Context: an optimization exercise on an open-source flow, tuned for small area and a short achievable clock period. The choices shown serve that exercise and are no tape-out recipe.
RTL that was checked went through simulation tests only; none was proved equivalent to the original.
No activity file was given, so power comes from the tool's default toggle rates.

Setup of main:
// QE_M
module QE_M (clk, reset, in_a, in_b, in_c, in_x, mode, valid_in, last_input, valid_out, result);
input wire clk, reset, mode;
input wire [7:0] in_a;
input wire [7:0] in_b;
input wire [7:0] in_c;
input wire [7:0] in_x;
input wire valid_in, last_input;
output reg valid_out;
output wire [15:0] result;
reg T1a14, T1a13, T1b13, T1c13, T1a12, T1b12, T1c12, T1a11, T1b11, T1c11, T1a10, T1b10, T1c10, T1a9, T1b9, T1c9, T1a8, T1b8, T1c8, T1a7, T1b7, T1c7, T1a6, T1b6, T1c6, T1a5, T1b5, T1c5, T1a4, T1b4, T1c4, T1a3, T1b3, T1c3, T1a2, T1b2, T1c2, T1a1, T1b1, T1c1, T1a0, T1b0;
reg [7:0]  X1, C1;
reg        m1, f1;
reg [15:0] R;
reg [3:0]  bo, bt, bn;   
reg [3:0]  bnn;          
reg        x7;
reg [7:0]  C2;
reg        keep2, nkeep2;   
reg S3a15, S3b15, S3a14, S3b14, S3a13, S3b13, S3a12, S3b12, S3a11, S3b11, S3a10, S3b10, S3a9, S3b9, S3a8, S3b8, S3a7, S3b7, S3a6, S3b6, S3a5, S3b5, S3a4, S3b4, S3a3, S3b3, S3a2, S3b2, S3a1, S3b1, S3a0, S3b0;
reg [15:0] Y;
reg        q1, q2, q3;   
reg        lastd;        
  ...
export LEC_CHECK = 0
export CAP_MARGIN = 20
export CORE_MARGIN = 2
export CORE_UTILIZATION = 40
export CTS_BUF_LIST = sky130_fd_sc_hd__clkbuf_8
export SETUP_SLACK_MARGIN = 4
export SLEW_MARGIN = 20
export SYNTH_HIERARCHICAL = 1
create_clock -name core_clock -period 6.5 [get_ports {clk}]
standard.sh (not shown) runs the stock make flow with config.mk's settings and CLKGATE_MAP_FILE= SYNTH_SCRIPT=/design/flow/synth_recipe.tcl, a recipe that flattens the netlist after the stock synthesis.
==> flow/flow/run.sh <==
#!/bin/bash
# The standard layout, with buf_2 cells as the port buffers.
bash standard.sh "BUFFER_PORTS_ARGS=-buffer_cell sky130_fd_sc_hd__buf_2" finish > standard.log 2>&1
The inputs of the feature branch differ from those of main as listed below.
--- a/flow/design.v
+++ b/flow/design.v
@@ -129,23 +129,23 @@
 qe_x2 td_cp_sx5 (.a(td_cp_p[5]), .b(td_cp_c[5]), .y(S3s[5]));
 qe_x2 td_cp_sx6 (.a(td_cp_p[6]), .b(td_cp_c[6]), .y(S3s[6]));
 qe_x2 td_cp_sx7 (.a(td_cp_p[7]), .b(td_cp_c[7]), .y(S3s[7]));
 qe_x2 td_cp_sx8 (.a(td_cp_p[8]), .b(td_cp_c[8]), .y(S3s[8]));
 qe_x2 td_cp_sx9 (.a(td_cp_p[9]), .b(td_cp_c[9]), .y(S3s[9]));
 qe_x2 td_cp_sx10 (.a(td_cp_p[10]), .b(td_cp_c[10]), .y(S3s[10]));
 qe_x2 td_cp_sx11 (.a(td_cp_p[11]), .b(td_cp_c[11]), .y(S3s[11]));
 qe_x2 td_cp_sx12 (.a(td_cp_p[12]), .b(td_cp_c[12]), .y(S3s[12]));
 qe_x2 td_cp_sx13 (.a(td_cp_p[13]), .b(td_cp_c[13]), .y(S3s[13]));
 qe_x2 td_cp_sx14 (.a(td_cp_p[14]), .b(td_cp_c[14]), .y(S3s[14]));
 qe_x2 td_cp_sx15 (.a(td_cp_p[15]), .b(td_cp_c[15]), .y(S3s[15]));
-wire [7:0] bg = ~(in_b & {8{~m1}});
+wire [7:0] bg = ~(in_b & {8{~mode}});
 wire pa_0_0, pa_0_1, pa_0_2, pa_0_3, pa_0_4, pa_0_5, pa_0_6, pa_0_7;
 wire pa_1_0, pa_1_1, pa_1_2, pa_1_3, pa_1_4, pa_1_5, pa_1_6, pa_1_7;
 wire pa_2_0, pa_2_1, pa_2_2, pa_2_3, pa_2_4, pa_2_5, pa_2_6, pa_2_7;
 wire pa_3_0, pa_3_1, pa_3_2, pa_3_3, pa_3_4, pa_3_5, pa_3_6, pa_3_7;
 wire pa_4_0, pa_4_1, pa_4_2, pa_4_3, pa_4_4, pa_4_5, pa_4_6, pa_4_7;
 wire pa_5_0, pa_5_1, pa_5_2, pa_5_3, pa_5_4, pa_5_5, pa_5_6, pa_5_7;
 wire pa_6_0, pa_6_1, pa_6_2, pa_6_3, pa_6_4, pa_6_5, pa_6_6, pa_6_7;
 wire pa_7_0, pa_7_1, pa_7_2, pa_7_3, pa_7_4, pa_7_5, pa_7_6, pa_7_7;
 wire pc_0_0, pc_0_1, pc_0_2, pc_0_3, pc_0_4, pc_0_5, pc_0_6, pc_0_7;
 wire pc_0_8, pc_0_9, pc_0_10, pc_0_11, pc_0_12, pc_0_13, pc_0_14, pc_0_15;
 wire pc_neg_0, pc_1_2, pc_1_3, pc_1_4, pc_1_5, pc_1_6, pc_1_7, pc_1_8;
==> comparison <==
- The feature branch did not stop at any stage, and its layout met the timing, DRC and antenna checks.
- The feature branch vs main, slew at the pin with the worst max-slew slack went up by 0.016 ns.
- Looking at beginning of the critical path, the keep2$_DFF_P_ result is from the feature branch; the T1a2$_DFF_P_ one comes from main.
- As far as placed instance area is concerned, main and the feature branch perform about the same.
- Number of vias in the routed layout: main and the feature branch compared, higher one is main
- Lower final-layout clock buffer total goes to the feature branch over main.
- Proportion of synthesized chip area in sequential cells essentially unchanged between main and the feature branch.
- Going from main to the feature branch, combinational share of power rose 0.2 points; total power consumption of the routed design fell 75 uW.
- Summary: with main as the reference, maximum operating frequency in the feature branch moved up slightly.
- Higher post-layout instance area among main and the feature branch: main
- The feature branch has more setup slack than main.
- main -> the feature branch: area occupied by multi-input gates flat
No run of this note included a check of the RTL's function; only the layout flow was run.

========
## the previous run
QE_M, a different RTL version from the one above (not shown whole).
Size in the first run: roughly 880 cells after synthesis, ~54 I/O pins.
export LEC_CHECK = 0
export CAP_MARGIN = 20
export CORE_MARGIN = 2
export CORE_UTILIZATION = 40
export CTS_BUF_LIST = sky130_fd_sc_hd__clkbuf_8
export SETUP_SLACK_MARGIN = 4
export SLEW_MARGIN = 20
export SYNTH_HIERARCHICAL = 1
create_clock -name core_clock -period 6.5 [get_ports {clk}]
Scripts as last shown in full above: flow/flow/run.sh
## Diff of input files: the current run against the previous run
diff --git a/flow/design.v b/flow/design.v
--- a/flow/design.v
+++ b/flow/design.v
@@ -133,15 +133,15 @@
 qe_x2 td_cp_sx9 (.a(td_cp_p[9]), .b(td_cp_c[9]), .y(S3s[9]));
 qe_x2 td_cp_sx10 (.a(td_cp_p[10]), .b(td_cp_c[10]), .y(S3s[10]));
 qe_x2 td_cp_sx11 (.a(td_cp_p[11]), .b(td_cp_c[11]), .y(S3s[11]));
 qe_x2 td_cp_sx12 (.a(td_cp_p[12]), .b(td_cp_c[12]), .y(S3s[12]));
 qe_x2 td_cp_sx13 (.a(td_cp_p[13]), .b(td_cp_c[13]), .y(S3s[13]));
 qe_x2 td_cp_sx14 (.a(td_cp_p[14]), .b(td_cp_c[14]), .y(S3s[14]));
 qe_x2 td_cp_sx15 (.a(td_cp_p[15]), .b(td_cp_c[15]), .y(S3s[15]));
-wire [7:0] bg = ~(in_b & {8{~m1}});
+wire [7:0] bg = ~(in_b & {8{~mode}});
 wire pa_0_0, pa_0_1, pa_0_2, pa_0_3, pa_0_4, pa_0_5, pa_0_6, pa_0_7;
 wire pa_1_0, pa_1_1, pa_1_2, pa_1_3, pa_1_4, pa_1_5, pa_1_6, pa_1_7;
 wire pa_2_0, pa_2_1, pa_2_2, pa_2_3, pa_2_4, pa_2_5, pa_2_6, pa_2_7;
 wire pa_3_0, pa_3_1, pa_3_2, pa_3_3, pa_3_4, pa_3_5, pa_3_6, pa_3_7;
 wire pa_4_0, pa_4_1, pa_4_2, pa_4_3, pa_4_4, pa_4_5, pa_4_6, pa_4_7;
 wire pa_5_0, pa_5_1, pa_5_2, pa_5_3, pa_5_4, pa_5_5, pa_5_6, pa_5_7;
 wire pa_6_0, pa_6_1, pa_6_2, pa_6_3, pa_6_4, pa_6_5, pa_6_6, pa_6_7;
### Flow results
In terms of post-layout utilization of the core, the previous run and the current run differ only marginally.
The static power due to leakage was comparable across the current run and the previous run.
The current run against the previous run: post-route cell area barely changed; highest fanout seen on the critical path rose by 15; footprint of the multi-input gates increased by about 0.33% relative to the old numbers; number of antenna violations at the first check in global routing held steady.
The previous run tops out at a lower clock frequency than the current run.
Function not checked in the previous run: the RTL went through the layout flow alone.

==> port drivers added, routing unchanged <==
The flow's constraints put no driver on any port. The routed layouts listed below were extracted and timed again, unchanged, in two steps.
Step 1, drivers: a clkbuf_16 drives clk and a buf_2 each remaining input, both assumed.
Step 2 also shifts input and output timing later by t, the mid clock arrival at the registers, as if the neighbouring blocks saw the same clock.
Three values: no drivers, after step 1, after step 2; two values: the first two.
| run | t, ns | slack for setup (ns) | worst data-port slew with drivers (ns) |
|---|---|---|---|
| main | 0.492 | 4.071 / 4.071 / 3.676 | 0.04 |
| the feature branch | 0.477 | 4.084 / 4.084 / 3.686 | 0.04 |
| the previous run | 0.489 | 4.093 / 4.115 / 3.626 | 0.04 |
| the current run | 0.491 | 4.157 / 4.173 / 3.686 | 0.04 |
After both steps every run listed still meets setup and hold. The setup slack of the current run, which loses most, moves by +0.016 ns with the drivers and by -0.471 ns with both steps.
